What follows belongs to an exercise in optimizing a design on an open flow for small area; a production flow would make more cautious choices.
In this exercise RTL edits were held to simulation tests only and were not proved equivalent to the original.
No activity file was given, so power comes from the tool's default toggle rates.

Setup of build 12:
// top
module top(
input btnL,
input btnR,
input rst,
input clk,
output [11:0] rgb,
output hsync,
output vsync
    );
wire btnLsig, btnRsig;
wire [9:0] x_out;
wire [7:0] yq;
wire [1:0] yr;
wire slow_tick, vid_on;
Clockslow cs(.clk(clk), .rst(rst), .tick(slow_tick));
vga_controller vgacon(
    .clk_100MHz(clk), .reset(rst), .video_on(vid_on),
    .hsync(hsync), .vsync(vsync), .x(x_out), .yq(yq), .yr(yr));
debouncer d1(.btn(btnL), .clk(clk), .rst(rst), .en(slow_tick), .btnsig(btnLsig));
debouncer d0(.btn(btnR), .clk(clk), .rst(rst), .en(slow_tick), .btnsig(btnRsig));
displaycontrol dc(
    .clk_100MHz(clk), .btnL(btnLsig), .btnR(btnRsig), .rst(rst),
    .video_on(vid_on), .x(x_out), .yq(yq), .yr(yr), .rgb(rgb));
endmodule
Settings: LEC_CHECK=0, ABC_AREA=1, CAP_MARGIN=20, CORE_MARGIN=2, CORE_UTILIZATION=40, CTS_BUF_LIST=sky130_fd_sc_hd__clkbuf_8, SLEW_MARGIN=20; clock period 10.0 ns.
standard.sh (not shown) runs the stock make flow with config.mk's settings and CLKGATE_MAP_FILE= SYNTH_SCRIPT=/design/flow/synth_recipe.tcl, a recipe that flattens the netlist after the stock synthesis.
==> flow/flow/run.sh <==
#!/bin/bash
# Own layout flow: the standard ORFS flow (standard.sh), with
#  - an area-oriented ABC mapping script (flow/abc_area.script) in place of
#    ORFS's, and no separate half/full-adder extraction before ABC,
#  - port buffers made of the smallest buffer,
#  - clock tree synthesis without dummy loads.
# The registers, their names and cell types are the standard synthesis's.
set -euo pipefail
W=$(pwd)
rm -rf "$W/scripts"
cp -r "$FLOW_HOME/scripts" "$W/scripts"
cp "$W/flow/abc_area.script" "$W/scripts/abc_area.script"
bash "$W/standard.sh" \
    SCRIPTS_DIR="$W/scripts" \
    ABC_AREA=1 \
    ADDER_MAP_FILE= \
    BUFFER_PORTS_ARGS="-buffer_cell sky130_fd_sc_hd__buf_1" \
    CTS_ARGS="-sink_clustering_enable -repair_clock_nets -buf_list sky130_fd_sc_hd__clkbuf_8 -dont_use_dummy_load" \
    finish > "$W/orfs_make.log" 2>&1
==> flow/flow/abc_area.script <==
strash
dc2
dch
amap
topo
Build 12 completed; timing, DRC and antenna clean
#### Input delta (build 1 over build 12)
--- a/flow/flow/run.sh
+++ b/flow/flow/run.sh
@@ -18 +18 @@
-    CTS_ARGS="-sink_clustering_enable -repair_clock_nets -buf_list sky130_fd_sc_hd__clkbuf_8 -dont_use_dummy_load" \
+    CTS_ARGS="-sink_clustering_enable -repair_clock_nets -root_buf sky130_fd_sc_hd__clkbuf_16 -buf_list sky130_fd_sc_hd__clkbuf_2 -dont_use_dummy_load" \
==> summary.txt <==
- As far as synthesized area goes, build 12 and build 1 are indistinguishable; the numbers are identical.
- Delta(filler cell count in the final layout, build 1 - build 12) < 0
- Relative to build 12, clock power has increased by 44% in build 1.
- The final clock period utilization by the worst path of build 1 falls short of that of build 12 by 0.19 points.
- Looking at area growth from synthesis to final layout, build 1 sits 2.1 points higher than build 12 does.
- Changes observed in build 1 relative to build 12: area of all placed cells without fillers increased by 1.9% relative to the old numbers; sequential share of cell area decreased by 0.83 points relative to the old numbers.
- Taking build 12 as the reference, in build 1 insertion delay to the later sink of the worst-skew pair fell by 30 ps; number of global-route vias before repair fell by 16; post-detailed-route count of antenna-violating nets stayed essentially flat; tightest slew margin relative to the limit rose by 1.4 points.
Here is what was changed in the inputs of build 18 compared with build 1.
--- a/flow/flow/run.sh
+++ b/flow/flow/run.sh
@@ -18 +18 @@
-    CTS_ARGS="-sink_clustering_enable -repair_clock_nets -root_buf sky130_fd_sc_hd__clkbuf_16 -buf_list sky130_fd_sc_hd__clkbuf_2 -dont_use_dummy_load" \
+    CTS_ARGS="-sink_clustering_enable -repair_clock_nets -buf_list sky130_fd_sc_hd__clkbuf_8 -dont_use_dummy_load -sink_clustering_size 30 -sink_clustering_max_diameter 100" \
==> comparison <==
Build 18 and build 1 ended up with nearly the same required time at the endpoint of the critical path. Higher minimum period implied by the final worst setup slack was reported by build 18, not build 1. Build 18 reports a lower met1 track demand over resource in global routing than build 1 does. When build 18 is set beside build 1, its clock network contribution to total cell area turns out to be 1.9 points smaller. Build 1 → build 18: slew of the pin with the lowest slew margin now larger, design area shows a reduction of about 2%, wire length essentially unchanged.

==> afterwards: timing with drivers on the ports <==
Ports are ideal in the flow. The routed layouts listed here were re-timed in OpenROAD.
Step 1: set_driving_cell puts a clkbuf_16 on clk and a buf_2 on each other input, an assumption about the parent block.
Step 2 also shifts input and output timing later by t, the mid clock arrival at the registers, as if the neighbouring blocks saw the same clock.
Slacks: ideal ports / drivers / drivers and shift; pairs: ideal ports / drivers.
run	t (ns)	slack for setup (ns)	worst setup path at the end	latest minus earliest clock arrival (ns)	worst register clock-pin slew, ns
build 12	0.403	5.846 / 5.812 / 6.215	register to output	0.022 / 0.023	0.09 / 0.09
build 1	0.379	5.865 / 5.826 / 6.205	register to output	0.015 / 0.016	0.07 / 0.07
build 18	0.403	5.846 / 5.812 / 6.215	register to output	0.022 / 0.023	0.09 / 0.09
After both steps every run listed still meets setup and hold.
